From an optimization exercise on the open Yosys and OpenROAD flow, aimed at small area, a short achievable clock period and few clock cycles; shortcuts taken in it are not production practice. In this exercise RTL edits were held to simulation tests only and were not proved equivalent to the original.

--- run.sh ---
#!/bin/bash
# synth_recipe.tcl (not shown) runs the flow's synth.tcl, then flattens the netlist and writes it again
# the make line also repeats each setting of config.mk as NAME=value (left out here)
make -C /OpenROAD-flow-scripts/flow DESIGN_CONFIG=/design/flow/config.mk WORK_HOME=/design/flow/orfs CLKGATE_MAP_FILE= SYNTH_SCRIPT=/design/flow/synth_recipe.tcl finish
--- config.mk ---
export PLATFORM = sky130hd
export DESIGN_NAME = fft_top
export DESIGN_NICKNAME = fft_top
export VERILOG_FILES = /design/flow/design.v
export SDC_FILE = /design/flow/constraint.sdc
export NUM_CORES = 4
export LEC_CHECK = 0
export CAP_MARGIN = 20
export CORE_MARGIN = 2
export CORE_UTILIZATION = 40
export PLACE_DENSITY = 0.6
export SLEW_MARGIN = 20
--- constraint.sdc ---
create_clock -name core_clock -period 11.0 [get_ports {clk}]
set_input_delay 2.2000 -clock core_clock [delete_from_list [all_inputs] [get_ports {clk}]]
set_output_delay 2.2000 -clock core_clock [all_outputs]
set_load 0.01 [all_outputs]
--- design.v ---
 module fft_twiddle_rom #(
    parameter DATA_WIDTH = 16,      
    parameter FFT_POINTS = 64,      
    parameter ADDR_WIDTH = 6        
)(
    input                      clk,           
    input  [ADDR_WIDTH-1:0]    addr,          
    output [DATA_WIDTH-1:0]    twiddle_real,  
    output [DATA_WIDTH-1:0]    twiddle_imag   
);
    reg [DATA_WIDTH-1:0] rom_real;
    reg [DATA_WIDTH-1:0] rom_imag;
    reg [DATA_WIDTH-1:0] twiddle_real_reg;
    reg [DATA_WIDTH-1:0] twiddle_imag_reg;
    always @(*) begin
        case (addr[4:0])
            5'd0: begin rom_real = 16'h7FFF; rom_imag = 16'h0000; end
            5'd1: begin rom_real = 16'h7F62; rom_imag = 16'hF374; end
            5'd2: begin rom_real = 16'h7D8A; rom_imag = 16'hE707; end
            5'd3: begin rom_real = 16'h7A7D; rom_imag = 16'hDAD8; end
            5'd4: begin rom_real = 16'h7642; rom_imag = 16'hCF04; end
            5'd5: begin rom_real = 16'h70E3; rom_imag = 16'hC3A9; end
            5'd6: begin rom_real = 16'h6A6E; rom_imag = 16'hB8E3; end
            5'd7: begin rom_real = 16'h62F2; rom_imag = 16'hAECC; end
            5'd8: begin rom_real = 16'h5A82; rom_imag = 16'hA57E; end
            5'd9: begin rom_real = 16'h5134; rom_imag = 16'h9D0E; end
            5'd10: begin rom_real = 16'h471D; rom_imag = 16'h9592; end
            5'd11: begin rom_real = 16'h3C57; rom_imag = 16'h8F1D; end
            5'd12: begin rom_real = 16'h30FC; rom_imag = 16'h89BE; end
            5'd13: begin rom_real = 16'h2528; rom_imag = 16'h8583; end
            5'd14: begin rom_real = 16'h18F9; rom_imag = 16'h8276; end
            5'd15: begin rom_real = 16'h0C8C; rom_imag = 16'h809E; end
            5'd16: begin rom_real = 16'h0000; rom_imag = 16'h8000; end
            5'd17: begin rom_real = 16'hF374; rom_imag = 16'h809E; end
            5'd18: begin rom_real = 16'hE707; rom_imag = 16'h8276; end
            5'd19: begin rom_real = 16'hDAD8; rom_imag = 16'h8583; end
            5'd20: begin rom_real = 16'hCF04; rom_imag = 16'h89BE; end
            5'd21: begin rom_real = 16'hC3A9; rom_imag = 16'h8F1D; end
            5'd22: begin rom_real = 16'hB8E3; rom_imag = 16'h9592; end
            5'd23: begin rom_real = 16'hAECC; rom_imag = 16'h9D0E; end
            5'd24: begin rom_real = 16'hA57E; rom_imag = 16'hA57E; end
            5'd25: begin rom_real = 16'h9D0E; rom_imag = 16'hAECC; end
            5'd26: begin rom_real = 16'h9592; rom_imag = 16'hB8E3; end
            5'd27: begin rom_real = 16'h8F1D; rom_imag = 16'hC3A9; end
            5'd28: begin rom_real = 16'h89BE; rom_imag = 16'hCF04; end
            5'd29: begin rom_real = 16'h8583; rom_imag = 16'hDAD8; end
            5'd30: begin rom_real = 16'h8276; rom_imag = 16'hE707; end
            5'd31: begin rom_real = 16'h809E; rom_imag = 16'hF374; end
        endcase
    end
    always @(posedge clk) begin
        twiddle_real_reg <= rom_real;
        twiddle_imag_reg <= rom_imag;
    end
    assign twiddle_real = twiddle_real_reg;
    assign twiddle_imag = twiddle_imag_reg;
endmodule
 module fft_butterfly #(
    parameter DATA_WIDTH = 16      
)(
    input                      clk,             
    input                      rst_n,           
    input                      en,              
    input  [DATA_WIDTH-1:0]    data_a_real,     
    input  [DATA_WIDTH-1:0]    data_a_imag,     
    input  [DATA_WIDTH-1:0]    data_b_real,     
    input  [DATA_WIDTH-1:0]    data_b_imag,     
    input  [DATA_WIDTH-1:0]    twiddle_real,    
    input  [DATA_WIDTH-1:0]    twiddle_imag,    
    output [DATA_WIDTH-1:0]    out_a_real,      
    output [DATA_WIDTH-1:0]    out_a_imag,      
    output [DATA_WIDTH-1:0]    out_b_real,      
    output [DATA_WIDTH-1:0]    out_b_imag       
);
    localparam FRAC_BITS = DATA_WIDTH - 1;
    reg [DATA_WIDTH-1:0]    out_a_real_reg;
    reg [DATA_WIDTH-1:0]    out_a_imag_reg;
    reg [DATA_WIDTH-1:0]    out_b_real_reg;
    reg [DATA_WIDTH-1:0]    out_b_imag_reg;
    reg  [2*DATA_WIDTH-1:0] mult_temp_real;
    reg  [2*DATA_WIDTH-1:0] mult_temp_imag;
    wire [DATA_WIDTH-1:0]   b_twiddle_real;
    wire [DATA_WIDTH-1:0]   b_twiddle_imag;
    assign out_a_real = out_a_real_reg;
    assign out_a_imag = out_a_imag_reg;
    assign out_b_real = out_b_real_reg;
    assign out_b_imag = out_b_imag_reg;
    always @(*) begin
        mult_temp_real = ($signed(data_b_real) * $signed(twiddle_real) - 
                          $signed(data_b_imag) * $signed(twiddle_imag)) >>> FRAC_BITS;
        mult_temp_imag = ($signed(data_b_real) * $signed(twiddle_imag) + 
                          $signed(data_b_imag) * $signed(twiddle_real)) >>> FRAC_BITS;
    end
    function [DATA_WIDTH-1:0] saturate;
        input [2*DATA_WIDTH-1:0] value;
        begin
            if (value[2*DATA_WIDTH-1] == 0 && |value[2*DATA_WIDTH-2:DATA_WIDTH-1] != 0) begin
                saturate = {1'b0, {(DATA_WIDTH-1){1'b1}}};  
            end
            else if (value[2*DATA_WIDTH-1] == 1 && &value[2*DATA_WIDTH-2:DATA_WIDTH-1] != 1) begin
                saturate = {1'b1, {(DATA_WIDTH-1){1'b0}}};  
            end
            else begin
                saturate = value[DATA_WIDTH-1:0];
            end
        end
    endfunction
    assign b_twiddle_real = saturate(mult_temp_real);
    assign b_twiddle_imag = saturate(mult_temp_imag);
    always @(posedge clk or negedge rst_n) begin
        if (!rst_n) begin
            out_a_real_reg <= 0;
            out_a_imag_reg <= 0;
            out_b_real_reg <= 0;
            out_b_imag_reg <= 0;
        end else if (en) begin
            out_a_real_reg <= $signed(data_a_real) + $signed(b_twiddle_real);
            out_a_imag_reg <= $signed(data_a_imag) + $signed(b_twiddle_imag);
            out_b_real_reg <= $signed(data_a_real) - $signed(b_twiddle_real);
            out_b_imag_reg <= $signed(data_a_imag) - $signed(b_twiddle_imag);
        end
    end
endmodule
 module fft_memory #(
    parameter DATA_WIDTH = 16,      
    parameter FFT_POINTS = 64,      
    parameter ADDR_WIDTH = 6        
)(
    input                      clk,            
    input                      we,             
    input  [ADDR_WIDTH-1:0]    addr_in,        
    input  [ADDR_WIDTH-1:0]    addr_out,       
    input  [DATA_WIDTH-1:0]    data_in_real,   
    input  [DATA_WIDTH-1:0]    data_in_imag,   
    output [DATA_WIDTH-1:0]    data_out_real,  
    output [DATA_WIDTH-1:0]    data_out_imag   
);
    reg [DATA_WIDTH-1:0] mem_real [0:FFT_POINTS-1];
    reg [DATA_WIDTH-1:0] mem_imag [0:FFT_POINTS-1];
    reg [DATA_WIDTH-1:0] data_out_real_reg;
    reg [DATA_WIDTH-1:0] data_out_imag_reg;
    always @(posedge clk) begin
        if (we) begin
            mem_real[addr_in] <= data_in_real;
            mem_imag[addr_in] <= data_in_imag;
        end
    end
    always @(posedge clk) begin
        data_out_real_reg <= mem_real[addr_out];
        data_out_imag_reg <= mem_imag[addr_out];
    end
    assign data_out_real = data_out_real_reg;
    assign data_out_imag = data_out_imag_reg;
endmodule
 module fft_controller #(
    parameter DATA_WIDTH = 16,      
    parameter FFT_POINTS = 64,      
    parameter ADDR_WIDTH = 6        
)(
    input                       clk,               
    input                       rst_n,             
    input                       start,             
    input                       data_valid,        
    input  [DATA_WIDTH-1:0]     data_in_real,      
    input  [DATA_WIDTH-1:0]     data_in_imag,      
    input  [ADDR_WIDTH-1:0]     addr_in,           
    input                       rd_en,             
    input  [ADDR_WIDTH-1:0]     addr_out,          
    input  [DATA_WIDTH-1:0]     memory_data_out_real,  
    input  [DATA_WIDTH-1:0]     memory_data_out_imag,  
    output reg                  busy,              
    output reg                  done,              
    output reg                  memory_we,         
    output reg [ADDR_WIDTH-1:0] memory_addr_in,    
    output reg [ADDR_WIDTH-1:0] memory_addr_out,   
    output reg [DATA_WIDTH-1:0] memory_data_in_real,  
    output reg [DATA_WIDTH-1:0] memory_data_in_imag,  
    output reg [DATA_WIDTH-1:0] data_out_real,     
    output reg [DATA_WIDTH-1:0] data_out_imag      
);
    localparam IDLE = 3'd0;
    localparam LOAD = 3'd1;
    localparam COMPUTE = 3'd2;
    localparam OUTPUT = 3'd4;
    reg [2:0]               state;
    reg [2:0]               next_state;
    reg [2:0]               stage;
    reg [ADDR_WIDTH-2:0]    butterfly_count;
    reg [2:0]               phase;
    reg                     butterfly_en;
    reg [ADDR_WIDTH-1:0]    twiddle_addr;
    wire [ADDR_WIDTH-1:0]   butterfly_addr_a;
    wire [ADDR_WIDTH-1:0]   butterfly_addr_b;
    wire [ADDR_WIDTH-1:0]   butterfly_twiddle;
    wire [DATA_WIDTH-1:0]   butterfly_out_a_real;
    wire [DATA_WIDTH-1:0]   butterfly_out_a_imag;
    wire [DATA_WIDTH-1:0]   butterfly_out_b_real;
    wire [DATA_WIDTH-1:0]   butterfly_out_b_imag;
    wire [DATA_WIDTH-1:0]   twiddle_real;
    wire [DATA_WIDTH-1:0]   twiddle_imag;
    reg [DATA_WIDTH-1:0]    data_a_real;
    reg [DATA_WIDTH-1:0]    data_a_imag;
    reg [DATA_WIDTH-1:0]    data_b_real;
    reg [DATA_WIDTH-1:0]    data_b_imag;
    reg                     rd_d1;
    reg                     rd_d2;
    wire last_butterfly = (butterfly_count == FFT_POINTS/2 - 1);
    wire last_stage     = (stage == ADDR_WIDTH - 1);
    fft_twiddle_rom #(
        .DATA_WIDTH(DATA_WIDTH),
        .FFT_POINTS(FFT_POINTS),
        .ADDR_WIDTH(ADDR_WIDTH)
    ) twiddle_rom_inst (
        .clk(clk),
        .addr(twiddle_addr),
        .twiddle_real(twiddle_real),
        .twiddle_imag(twiddle_imag)
    );
    fft_butterfly #(
        .DATA_WIDTH(DATA_WIDTH)
    ) butterfly_inst (
        .clk(clk),
        .rst_n(rst_n),
        .en(butterfly_en),
        .data_a_real(data_a_real),
        .data_a_imag(data_a_imag),
        .data_b_real(data_b_real),
        .data_b_imag(data_b_imag),
        .twiddle_real(twiddle_real),
        .twiddle_imag(twiddle_imag),
        .out_a_real(butterfly_out_a_real),
        .out_a_imag(butterfly_out_a_imag),
        .out_b_real(butterfly_out_b_real),
        .out_b_imag(butterfly_out_b_imag)
    );
    function [ADDR_WIDTH-1:0] bit_reverse;
        input [ADDR_WIDTH-1:0] addr;
        integer i;
        begin
            bit_reverse = 0;
            for (i = 0; i < ADDR_WIDTH; i = i + 1) begin
                bit_reverse[ADDR_WIDTH-1-i] = addr[i];
            end
        end
    endfunction
    function [ADDR_WIDTH-1:0] insert_bit;
        input [ADDR_WIDTH-2:0] idx;
        input [2:0]            pos;
        input                  val;
        integer i;
        begin
            insert_bit = 0;
            for (i = 0; i < ADDR_WIDTH; i = i + 1) begin
                if (i < pos)
                    insert_bit[i] = idx[i];
                else if (i == pos)
                    insert_bit[i] = val;
                else
                    insert_bit[i] = idx[i-1];
            end
        end
    endfunction
    function [ADDR_WIDTH-1:0] twiddle_index;
        input [ADDR_WIDTH-2:0] idx;
        input [2:0]            pos;
        integer i;
        begin
            twiddle_index = 0;
            for (i = 0; i < ADDR_WIDTH - 1; i = i + 1) begin
                if (i < pos)
                    twiddle_index[i + ADDR_WIDTH - 1 - pos] = idx[i];
            end
        end
    endfunction
    assign butterfly_addr_a  = insert_bit(butterfly_count, stage, 1'b0);
    assign butterfly_addr_b  = insert_bit(butterfly_count, stage, 1'b1);
    assign butterfly_twiddle = twiddle_index(butterfly_count, stage);
    always @(posedge clk or negedge rst_n) begin
        if (!rst_n) begin
            state <= IDLE;
        end else begin
            state <= next_state;
        end
    end
    always @(*) begin
        next_state = state;
        case (state)
            IDLE: begin
                if (start) begin
                    next_state = LOAD;
                end
            end
            LOAD: begin
                if (!data_valid) begin
                    next_state = COMPUTE;
                end
            end
            COMPUTE: begin
                if (phase == 3'd6 && last_butterfly && last_stage) begin
                    next_state = OUTPUT;
                end
            end
            OUTPUT: begin
                if (start) begin
                    next_state = LOAD;
                end
            end
            default: next_state = IDLE;
        endcase
    end
    always @(posedge clk or negedge rst_n) begin
        if (!rst_n) begin
            busy <= 0;
            done <= 0;
            memory_we <= 0;
            memory_addr_in <= 0;
            memory_addr_out <= 0;
            memory_data_in_real <= 0;
            memory_data_in_imag <= 0;
            data_out_real <= 0;
            data_out_imag <= 0;
            stage <= 0;
            butterfly_count <= 0;
            phase <= 0;
            butterfly_en <= 0;
            twiddle_addr <= 0;
            data_a_real <= 0;
            data_a_imag <= 0;
            data_b_real <= 0;
            data_b_imag <= 0;
            rd_d1 <= 0;
            rd_d2 <= 0;
        end else begin
            memory_we <= 0;
            butterfly_en <= 0;
            rd_d1 <= (state == OUTPUT) && rd_en;
            rd_d2 <= rd_d1;
            if (rd_d2) begin
                data_out_real <= memory_data_out_real;
                data_out_imag <= memory_data_out_imag;
            end
            case (state)
                IDLE, OUTPUT: begin
                    stage <= 0;
                    butterfly_count <= 0;
                    phase <= 0;
                    if (start) begin
                        busy <= 1;
                        done <= 0;
                    end else if (state == OUTPUT && rd_en) begin
                        memory_addr_out <= addr_out;
                    end
                end
                LOAD: begin
                    if (data_valid) begin
                        memory_we <= 1;
                        memory_addr_in <= bit_reverse(addr_in);
                        memory_data_in_real <= data_in_real;
                        memory_data_in_imag <= data_in_imag;
                    end
                end
                COMPUTE: begin
                    case (phase)
                        3'd0: begin
                            memory_addr_out <= butterfly_addr_a;
                            twiddle_addr <= butterfly_twiddle;
                        end
                        3'd1: begin
                            memory_addr_out <= butterfly_addr_b;
                        end
                        3'd2: begin
                            data_a_real <= memory_data_out_real;
                            data_a_imag <= memory_data_out_imag;
                        end
                        3'd3: begin
                            data_b_real <= memory_data_out_real;
                            data_b_imag <= memory_data_out_imag;
                            butterfly_en <= 1;
                        end
                        3'd5: begin
                            memory_we <= 1;
                            memory_addr_in <= butterfly_addr_a;
                            memory_data_in_real <= butterfly_out_a_real;
                            memory_data_in_imag <= butterfly_out_a_imag;
                        end
                        3'd6: begin
                            memory_we <= 1;
                            memory_addr_in <= butterfly_addr_b;
                            memory_data_in_real <= butterfly_out_b_real;
                            memory_data_in_imag <= butterfly_out_b_imag;
                        end
                        default: ;
                    endcase
                    if (phase == 3'd6) begin
                        phase <= 0;
                        butterfly_count <= butterfly_count + 1;
                        if (last_butterfly) begin
                            stage <= stage + 1;
                            if (last_stage) begin
                                busy <= 0;
                                done <= 1;
                            end
                        end
                    end else begin
                        phase <= phase + 1;
                    end
                end
                default: ;
            endcase
        end
    end
endmodule
 module fft_top #(
    parameter DATA_WIDTH = 16,      
    parameter FFT_POINTS = 64,      
    parameter ADDR_WIDTH = 6        
)(
    input                       clk,           
    input                       rst_n,         
    input                       start,         
    input                       data_valid,    
    input  [DATA_WIDTH-1:0]     data_in_real,  
    input  [DATA_WIDTH-1:0]     data_in_imag,  
    input  [ADDR_WIDTH-1:0]     addr_in,       
    input                       rd_en,         
    input  [ADDR_WIDTH-1:0]     addr_out,      
    output                      busy,          
    output                      done,          
    output [DATA_WIDTH-1:0]     data_out_real, 
    output [DATA_WIDTH-1:0]     data_out_imag  
);
    wire                      memory_we;
    wire [ADDR_WIDTH-1:0]     memory_addr_in;
    wire [ADDR_WIDTH-1:0]     memory_addr_out;
    wire [DATA_WIDTH-1:0]     memory_data_in_real;
    wire [DATA_WIDTH-1:0]     memory_data_in_imag;
    wire [DATA_WIDTH-1:0]     memory_data_out_real;
    wire [DATA_WIDTH-1:0]     memory_data_out_imag;
    fft_controller #(
        .DATA_WIDTH(DATA_WIDTH),
        .FFT_POINTS(FFT_POINTS),
        .ADDR_WIDTH(ADDR_WIDTH)
    ) controller_inst (
        .clk(clk),
        .rst_n(rst_n),
        .start(start),
        .data_valid(data_valid),
        .data_in_real(data_in_real),
        .data_in_imag(data_in_imag),
        .addr_in(addr_in),
        .rd_en(rd_en),
        .addr_out(addr_out),
        .memory_data_out_real(memory_data_out_real),
        .memory_data_out_imag(memory_data_out_imag),
        .busy(busy),
        .done(done),
        .memory_we(memory_we),
        .memory_addr_in(memory_addr_in),
        .memory_addr_out(memory_addr_out),
        .memory_data_in_real(memory_data_in_real),
        .memory_data_in_imag(memory_data_in_imag),
        .data_out_real(data_out_real),
        .data_out_imag(data_out_imag)
    );
    fft_memory #(
        .DATA_WIDTH(DATA_WIDTH),
        .FFT_POINTS(FFT_POINTS),
        .ADDR_WIDTH(ADDR_WIDTH)
    ) memory_inst (
        .clk(clk),
        .we(memory_we),
        .addr_in(memory_addr_in),
        .addr_out(memory_addr_out),
        .data_in_real(memory_data_in_real),
        .data_in_imag(memory_data_in_imag),
        .data_out_real(memory_data_out_real),
        .data_out_imag(memory_data_out_imag)
    );
endmodule
==> results.txt <==
Placed design
Counting tap cells, the placed design contains a total of around 13,000 instances. Input and output buffers added on the ports amount to just over 80. The HPWL after detailed placement is between 200,000 and 250,000 um. Prior to clock tree synthesis, the placed netlist has a worst setup slack of -0.135 ns. At the end of routability-driven placement, the weighted congestion stood at roughly 0.9.

Job
The max capacitance violation total is 0.

Cells and area
The area growth from synthesis to layout is 11.5%. After filler insertion, the fill cell instance count of the layout stands at approximately 29,000. The share of cells above drive strength 1 is 0.170. The area of the multi-input gates is between 0.05 and 0.06 mm^2. The fraction of the core area covered by cells at the end of the flow is 0.449.

The largest registers in the layout are memory_inst.mem_imag (1024), memory_inst.mem_real (1024). In the final design database the tool counted between 10,000 and 15,000 nets. The finished layout holds approximately 13,000 standard cells, fillers aside.

The flip-flop and latch area is ~0.07 mm^2.

Timing
Of the available clock period, the critical path in the final layout requires 0.960. The transition time at the pin with the least slew margin is roughly 1.1 ns. The worst clock skew is approximately 0.049 ns. The setup-violating endpoint count in the final report is 0. The timing-limited maximum frequency is between 90 and 100 MHz. Measured against its own limit, the worst slew margin works out to 0.253. The number of hold-slack violations in the final timing report came to 0. Subtracting the final worst setup slack from the clock period gives 10.56 ns.

The worst-case setup margin in the final layout is 0.445 ns. The count of pins over their slew limit came to 0. Hold timing on the final database bottoms out at a slack of around 0.35 ns.

Setup repair after global routing left no endpoint under its margin.

Clocking
The buffer depth of the longest clock path is 4. TritonCTS built the clock tree. The insertion delay of the later-clocked pin in the worst-skew pair is ~0.90 ns. The level count of the clock H-tree is 4. The root buffer cell is clkbuf_16. Clock-pin slew was measured on the worst setup and hold paths at about 0.070 ns.

The count of clock tree sinks is about 2,300. The quantity of hold-fixing buffers added after cts is 0. Counting the buffers created by CTS gives between 200 and 250.

Detailed routing
The iteration-0 DRC count of the detailed router is around 6,400. The number of optimization iterations in the first detailed-route pass is 6. After detailed routing, the number of vias per cell comes to 5.35. Dividing the detail-routed wire length by the instance count gives about 26 um. The detail route stage leaves a number of antenna-violating nets equal to 0. The residual DRC count is 0. Summing over every cut layer, the via total after detailed routing is 71,700.

The final wirelength is about 340,000 um.

Floorplan
The floorplan has 210 rows. The placeable core area is about 0.33 mm^2. The top-level I/O count is slightly above 80. The die outline height is approximately 580 um.

The die is between 500 and 600 um wide. For this configuration, the core starts out at a cell density of 0.403. The die covers around 0.33 mm^2.

Global route
The first global-routing pass estimated between 500,000 and 600,000 um of wire. The number of global-route vias before repair was ~76,000. The largest net degree at the start of global routing is 135. The global routing usage summed across all routing layers is 0.208.

The aggregate global routing overflow is 0. The number of antenna violations at the first check in global routing is 24.

Min path
The depth of the worst hold-timing path is 0. The worst min-delay path class is reg -> reg.

Outcome
The flow ran to the end and the layout has no timing, DRC or antenna violations.

Setup path
On the worst path, the slowest cell contributes a delay of 0.72 ns. Among cell families on the critical path, the largest total delay comes from adder cells. The critical path in this run is classified as reg -> reg. The kind of launch point of the worst setup path is a flip-flop. On the critical path, the stage with the largest delay is an instance of dfrtp_1. Counting stages on the worst path, the most repeated cell is fa_1. In this run the worst path has a maximum fanout of 19.

The critical path required time is approximately 12 ns. STA puts the critical path data arrival time at 11.32 ns. The worst setup path is captured at a flip-flop.

Counting buffers and inverters, the worst setup path is 32 cells deep. Counting both buffers and inverters, the worst setup path holds a total of 3. For the worst flop-to-flop path, the logic depth is 32.

Yosys
Yosys attributes the largest share of cell area to edfxtp_1 47%, fa_1 17%, mux4_2 11%. The net count after synthesis is 10,300. The mean area per synthesized cell is between 15 and 20 um^2. The proportion of register bits with asynchronous set or reset after synthesis is 0.0971. The number of flip-flops and latches in the synthesized netlist is 2,339. The cell type contributing the most total cell area after synthesis is edfxtp_1. The count of flip-flops with a built-in enable after synthesis is 2,048.

The number of different library cells used by synthesis comes to between 80 and 90. The sequential share of the synthesized area is 0.518. The portion of synthesized cell area occupied by the leading cell type is 0.466. The number of synthesis warnings is 8. The post-synthesis instance area is roughly 0.13 mm^2. The gate count of the mapped netlist is between 8,000 and 9,000. The flip-flop cell with the highest count after synthesis is edfxtp_1.
## Yosys cell counts, drive strengths merged, types with 13 or more instances
library cell and instances:
dfrtp 227, xnor2 105, o21bai 13, o21a 21, mux2 139, a211oi 18
a21oi 194, nand4 13, inv 1217, a21o 30, and2 370, buf 86
dfxtp 64, clkbuf 370, o211ai 14, nand2 801, nor2b 25, xor2 32
fa 1153, nand3 23, o21ai 137, nor3 30, a31oi 16, nor2 243
mux2i 21, maj3 29, nand2b 60, mux4 665, ha 395, edfxtp 2048
## kinds of logic (layout without fill, tap and decap cells)
| group | after synthesis | in the layout | synth area share |
|---|---|---|---|
| compound gates | 531 | 531 | 0.0247 |
| xor+xnor | 145 | 145 | 0.0105 |
| fa+ha+maj | 1577 | 1577 | 0.214 |
| buf+inv | 1675 | 1984 | 0.0478 |
| flops | 2339 | 2339 | 0.518 |
| mux | 825 | 825 | 0.127 |
| other cells | 0 | 9 | 0 |
| simple gates | 1627 | 1627 | 0.0573 |
## worst paths after layout
kind	from	to	slack [ns]
max in group asynchronous	rst_n	controller_inst.memory_addr_out[3]	7.44
setup / recovery	controller_inst.data_b_imag[4]	flip-flop	0.44
min in group asynchronous	rst_n	async pin	1.31
setup reg to reg	controller_inst.data_b_imag[4]	flip-flop	0.44
hold / removal	controller_inst.rd_d1	controller_inst.rd_d2	0.35
hold reg to reg	controller_inst.rd_d1	controller_inst.rd_d2	0.35
## what timing repair did
action | 4_1_cts | 5_1_grt
gates resized for setup | 3 | 36
endpoints found under the hold margin | 0 | 0
pin swaps | 0 | 1
endpoints found under the setup margin | 4 | 16
buffers inserted | 0 | 2
## final cells by class
type	instances	area share
Clock inverter	138	0.0105
Antenna cell	9	0.000153
Tap cell	4346	0.0369
Clock buffer	288	0.0420
Inverter	1219	0.0311
Multi-Input combinational cell	4705	0.393
Timing Repair Buffer	339	0.0207
Sequential cell	2339	0.466
## through the flow
stage | setup TNS [ns] | instance area (um^2)
floorplan | 0 | 132000
global placement | 0 | 139000
detailed placement | -0.386 | 139000
CTS | 0 | 147000
global route | 0 | 147000
finish | 0 | 147000
## layer usage
layer / GRT usage / wire (um) / vias up
li1: - / - / 30600
met1: 0.268 / 134000 / 38500
met2: 0.364 / 176000 / 2067
met3: 0.0220 / 17500 / 477
met4: 0.0761 / 13800 / 0
met5: 0 / 0 / -
## layout by cell type, fill, tap and decap left out, types with 21 or more instances in the layout
| master | synthesis | final |
|---|---|---|
| nand2_1 | 801 | 798 |
| dfrtp_1 | 227 | 202 |
| xor2_1 | 32 | 32 |
| o21a_1 | 21 | 21 |
| xnor2_1 | 104 | 104 |
| mux2_2 | 138 | 138 |
| nand2b_1 | 60 | 59 |
| fa_1 | 1153 | 1152 |
| ha_1 | 395 | 395 |
| bufinv_16 | 0 | 31 |
| nor2_4 | 0 | 65 |
| a21oi_1 | 192 | 190 |
| clkinv_1 | 2 | 46 |
| mux4_2 | 665 | 665 |
| clkbuf_1 | 370 | 43 |
| and2_1 | 370 | 369 |
| mux2i_1 | 21 | 21 |
| clkdlybuf4s50_1 | 0 | 81 |
| nand3_1 | 23 | 23 |
| a21o_1 | 30 | 30 |
| nor2b_1 | 25 | 24 |
| maj3_1 | 29 | 29 |
| nor3_1 | 30 | 30 |
| nor2_1 | 243 | 178 |
| edfxtp_1 | 2048 | 2048 |
| buf_4 | 1 | 226 |
| clkinv_2 | 0 | 38 |
| clkbuf_16 | 0 | 235 |
| inv_1 | 1216 | 1216 |
| dfxtp_1 | 64 | 62 |
| o21ai_0 | 134 | 133 |
Testbench counts, summed over its fixed seeds: cycles 47,208.

## re-timing with driven ports
In the flow no input, the clock included, has a driving cell. The finished layout below was timed again as built, in two steps. Step 1 assumes that a clkbuf_16 drives the clock port and a buf_2 every other input. Step 2 moves the port delays by t, midway between the first and last clock arrival at a register: inputs arrive t later, outputs are due t later. That takes back most of the time a late clock gives input paths. Three values: ideal ports, drivers, drivers and shift; two values: the first two.
t (ns): 0.953
setup slack, ns: 0.445 / 0.445 / 0.445
hold WS [ns]: 0.351 / 0.351 / 0.351
worst data-port slew with drivers (ns): 0.14
After both steps setup and hold are still met in this run. The setup slack of this run moves by 0.000 ns with the drivers and by 0.000 ns with both steps.
